Background: an optimization exercise with open tools, aiming at small area. Do not read the settings as production practice. At most, simulation tests tie the RTL to the original design; equivalence was not proved. Power and IR drop assume default switching activity.

==> inputs of 01-17 <==
## deja_glitch_power
module deja_glitch_power (
	input	wire	clk_i,
	input	wire	rst_i,
	input	wire	stb_i,
	input	wire	we_i,
	input	wire	[3:0] adr_i,
	input	wire	[7:0] dat_i,
	output	reg		ack_o,
	output	reg		[7:0] dat_o,
	input	wire	run_i,
	output	reg		power_o
	);
localparam IDLE = 2'd0, RUN = 2'd1, FIN = 2'd2, RUN_IDLE = 2'd3;
reg	[15:0]	rcn;		 
wire	[15:0]	run_cnt = ~rcn;
reg	[15:0]	nit;		 
reg	[1:0]	state;
reg	[7:0]	size;
reg	[7:0]	step;
reg			finished;
wire m1 = step[0] & nit[0];
wire m2 = step[0] & nit[1];
wire m3 = step[0] & nit[2];
wire m4 = step[0] & nit[3];
wire m5 = step[0] & nit[4];
wire m6 = step[0] & nit[5];
wire m7 = step[0] & nit[6];
wire m8 = step[0] & nit[7];
wire m9 = step[0] & nit[8];
wire m10 = step[0] & nit[9];
wire m11 = step[0] & nit[10];
wire m12 = step[0] & nit[11];
wire m13 = step[0] & nit[12];
wire m14 = step[0] & nit[13];
wire m15 = step[0] & nit[14];
wire m16 = step[0] & nit[15];
wire m17 = step[1] & nit[0];
wire m18 = step[1] & nit[1];
wire m19 = step[1] & nit[2];
wire m20 = step[1] & nit[3];
wire m21 = step[1] & nit[4];
wire m22 = step[1] & nit[5];
wire m23 = step[1] & nit[6];
wire m24 = step[1] & nit[7];
wire m25 = step[1] & nit[8];
wire m26 = step[1] & nit[9];
wire m27 = step[1] & nit[10];
wire m28 = step[1] & nit[11];
wire m29 = step[1] & nit[12];
wire m30 = step[1] & nit[13];
wire m31 = step[1] & nit[14];
wire m32 = step[2] & nit[0];
wire m33 = step[2] & nit[1];
wire m34 = step[2] & nit[2];
wire m35 = step[2] & nit[3];
wire m36 = step[2] & nit[4];
wire m37 = step[2] & nit[5];
wire m38 = step[2] & nit[6];
wire m39 = step[2] & nit[7];
wire m40 = step[2] & nit[8];
wire m41 = step[2] & nit[9];
wire m42 = step[2] & nit[10];
wire m43 = step[2] & nit[11];
wire m44 = step[2] & nit[12];
wire m45 = step[2] & nit[13];
wire m46 = step[3] & nit[0];
wire m47 = step[3] & nit[1];
wire m48 = step[3] & nit[2];
wire m49 = step[3] & nit[3];
wire m50 = step[3] & nit[4];
wire m51 = step[3] & nit[5];
wire m52 = step[3] & nit[6];
wire m53 = step[3] & nit[7];
wire m54 = step[3] & nit[8];
wire m55 = step[3] & nit[9];
wire m56 = step[3] & nit[10];
wire m57 = step[3] & nit[11];
wire m58 = step[3] & nit[12];
wire m59 = step[4] & nit[0];
wire m60 = step[4] & nit[1];
  ...
Settings: LEC_CHECK=0, CAP_MARGIN=20, CORE_MARGIN=2, CORE_UTILIZATION=40, PLACE_DENSITY=0.6, SLEW_MARGIN=20; clock period 6.0 ns.
standard.sh (not shown) runs the stock make flow with config.mk's settings and CLKGATE_MAP_FILE= SYNTH_SCRIPT=/design/flow/synth_recipe.tcl, a recipe that flattens the netlist after the stock synthesis.
==> flow/flow/run.sh <==
#!/bin/bash
# Standard ORFS flow, with one extra step between synthesis and floorplan:
# flow/polar.py re-chooses signal polarities in the synthesized netlist (full
# adders and gates with complemented inputs/outputs) to remove inverters.
# Registers are not touched. Each tool's output goes to its own log here.
set -euo pipefail
RES=orfs/results/${FLOW_PLATFORM}/deja_glitch_power/base
LIB=${FLOW_HOME}/platforms/${FLOW_PLATFORM}/lib/sky130_fd_sc_hd__tt_025C_1v80.lib

bash standard.sh synth > log_synth.txt 2>&1
cp ${RES}/1_2_yosys.v 1_2_yosys_standard.v
yosys -q -l log_yosys_json.txt -p "read_liberty -lib ${LIB}; read_verilog ${RES}/1_2_yosys.v; write_json polar_in.json" > /dev/null 2>&1
python3 flow/polar.py ${LIB} polar_in.json polar_out.json > log_polar.txt 2>&1
yosys -q -l log_yosys_write.txt -p "read_json polar_out.json; write_verilog -noattr -nohex -nodec ${RES}/1_2_yosys.v" > /dev/null 2>&1
rm -f ${RES}/1_synth.odb ${RES}/1_synth.sdc
bash standard.sh "CTS_ARGS=-sink_clustering_enable -repair_clock_nets -dont_use_dummy_load -buf_list sky130_fd_sc_hd__clkbuf_8 -root_buf sky130_fd_sc_hd__clkbuf_8" finish > log_finish.txt 2>&1
Other scripts of this flow, unchanged in this note and not shown: flow/flow/polar.py
==> 10-26 (differences from 01-17) <==
--- a/flow/design.v
+++ b/flow/design.v
@@ -297,40 +297,41 @@
 	~((m251 ^ m250) ^ (m249 | m248)) &
 	~((m253 ^ m252) ^ (m251 | m250)) &
 	~((run_cnt[15] ^ m16 ^ m31 ^ m45 ^ m58 ^ m70 ^ m81 ^ m91 ^ m100 ^ m150 ^ m152 ^ m154 ^ m198 ^ m200 ^ m226 ^ m254) ^ (m253 | m252));
 wire eq0 = hi0 && (dlo == 8'd0);
 wire eqs = hi0 && (dlo == size);
+wire in_idle = (state == IDLE);
+wire in_run = (state == RUN);
+wire in_fin = (state == FIN);
+wire in_ri = (state == RUN_IDLE);
+wire next_iter = in_fin | (in_ri & !run_i);
 always @(posedge clk_i) begin
-	ack_o <= 1'b0;
+	rcn <= (in_run && !rst_i) ? rcn - 16'd1 : ~{15'd0, in_idle & run_i & !rst_i};
+	nit <= rst_i ? 16'd0 : next_iter ? nit - 16'd1 : nit;
+	finished <= in_fin & !rst_i;
+	ack_o <= !rst_i && stb_i && (we_i ? (adr_i[3:1] == 3'd0) : (adr_i < 4'd3));
 	if (rst_i) begin
 		size <= 8'd1;
 		step <= 8'd1;
-		finished <= 1'b0;
 		power_o <= 1'b1;
 		dat_o <= 8'd0;
-		rcn <= 16'hffff;
-		nit <= 16'd0;
 		state <= IDLE;
 	end else begin
 		if (stb_i) begin
 			if (we_i) begin
 				if (adr_i == 4'd0) size <= dat_i;
 				if (adr_i == 4'd1) step <= dat_i;
-				if (adr_i[3:1] == 3'd0) ack_o <= 1'b1;
-				else dat_o <= 8'd0;
+				if (adr_i[3:1] != 3'd0) dat_o <= 8'd0;
 			end else begin
 				case (adr_i)
 				4'd0: dat_o <= size;
 				4'd1: dat_o <= step;
 				4'd2: dat_o <= {7'd0, finished};
 				default: dat_o <= 8'd0;
 				endcase
-				ack_o <= (adr_i < 4'd3);
 			end
 		end
-		finished <= (state == FIN);
-		rcn <= (state == RUN) ? rcn - 16'd1 : ~{15'd0, (state == IDLE) & run_i};
 		case (state)
 		IDLE: begin
 			power_o <= !(run_i && eq0);
 			if (run_i) state <= RUN;
 		end
@@ -341,17 +342,13 @@
 				power_o <= 1'b1;
 				state <= RUN_IDLE;
 			end
 		end
 		RUN_IDLE: begin
-			if (!run_i) begin
-				nit <= nit - 16'd1;
-				state <= IDLE;
-			end
+			if (!run_i) state <= IDLE;
 		end
-		FIN: begin
-			nit <= nit - 16'd1;
+		default: begin
 			power_o <= 1'b1;
 			state <= IDLE;
 		end
 		endcase
 	end
==> flow/flow/run.sh (replaced) <==
#!/bin/bash
# Standard ORFS flow, with one extra step between synthesis and floorplan:
# flow/polar.py re-chooses signal polarities in the synthesized netlist (full
# adders and gates with complemented inputs/outputs) to remove inverters.
# Registers are not touched. Extra make settings (clock tree options, port
# buffer cell) come from flow/make_args.txt, one per line.
# Each tool's output goes to its own log file here.
set -euo pipefail
RES=orfs/results/${FLOW_PLATFORM}/deja_glitch_power/base
LIB=${FLOW_HOME}/platforms/${FLOW_PLATFORM}/lib/sky130_fd_sc_hd__tt_025C_1v80.lib
ARGS=()
if [[ -f flow/make_args.txt ]]; then
  while IFS= read -r line; do
    [[ -n "$line" ]] && ARGS+=("$line")
  done < flow/make_args.txt
fi

bash standard.sh synth > log_synth.txt 2>&1
cp ${RES}/1_2_yosys.v 1_2_yosys_standard.v
yosys -q -l log_yosys_json.txt -p "read_liberty -lib ${LIB}; read_verilog ${RES}/1_2_yosys.v; write_json polar_in.json" > /dev/null 2>&1
python3 flow/polar.py ${LIB} polar_in.json polar_out.json > log_polar.txt 2>&1
yosys -q -l log_yosys_write.txt -p "read_json polar_out.json; write_verilog -noattr -nohex -nodec ${RES}/1_2_yosys.v" > /dev/null 2>&1
rm -f ${RES}/1_synth.odb ${RES}/1_synth.sdc
bash standard.sh "${ARGS[@]}" finish > log_finish.txt 2>&1
==> flow/flow/make_args.txt (new file) <==
CTS_ARGS=-sink_clustering_enable -sink_clustering_size 32 -sink_clustering_max_diameter 300 -repair_clock_nets -dont_use_dummy_load -buf_list sky130_fd_sc_hd__clkbuf_8 -root_buf sky130_fd_sc_hd__clkbuf_8
BUFFER_PORTS_ARGS=-buffer_cell sky130_fd_sc_hd__buf_1
==> summary of the runs <==
In 01-17 the register-to-register slack is lower than in 10-26, by 0.06 ns.
Sequential share of layout area: 01-17 is lower than 10-26 (1.1 points).
Against 10-26, the maximum frequency of 01-17 is smaller by 1.0%.
Between 01-17 and 10-26, the lower final cell count is in 10-26 (gap 6.6%, measured against 10-26).
Critical path depth: 10-26 is lower than 01-17 (2).
Clock power is about the same in 01-17 and 10-26.
Against 10-26, the combinational power of 01-17 is larger by 140%.
Worst hold slack: 01-17 is worse than 10-26 (0.0013 ns).
Clock-buffer cell count is the same in 10-26 and 01-17.
Non-clock buffer count: 01-17 is lower than 10-26 (3).
First-iteration DRC count: 10-26 is smaller than 01-17 (6.2%).
Function not checked in 10-26: the RTL went through the layout flow alone.

[static timing again, ports no longer ideal]
The flow's constraints put no driver on any port. The routed layouts listed below were extracted and timed again, unchanged, in two steps.
Step 1 (the two cells are an assumption about what drives the block):
set clk [get_ports {clk_i}]
set_driving_cell -lib_cell sky130_fd_sc_hd__clkbuf_16 $clk
set_driving_cell -lib_cell sky130_fd_sc_hd__buf_2 [delete_from_list [all_inputs] $clk]
Step 2 times the ports against the registers' clock, not the clock port: input delays grow and output delays shrink by t, the midpoint of the rising clock arrivals with the driver on.
Three values: no drivers, after step 1, after step 2; two values: the first two.
run	shift t [ns]	setup slack, ns	hold WS [ns]	worst setup path at the end
01-17	0.369	0.655 / 0.655 / 0.655	0.509 / 0.509 / 0.509	register to register
10-26	0.367	0.711 / 0.711 / 0.711	0.510 / 0.510 / 0.510	register to register
After both steps setup and hold are still met in every run listed.
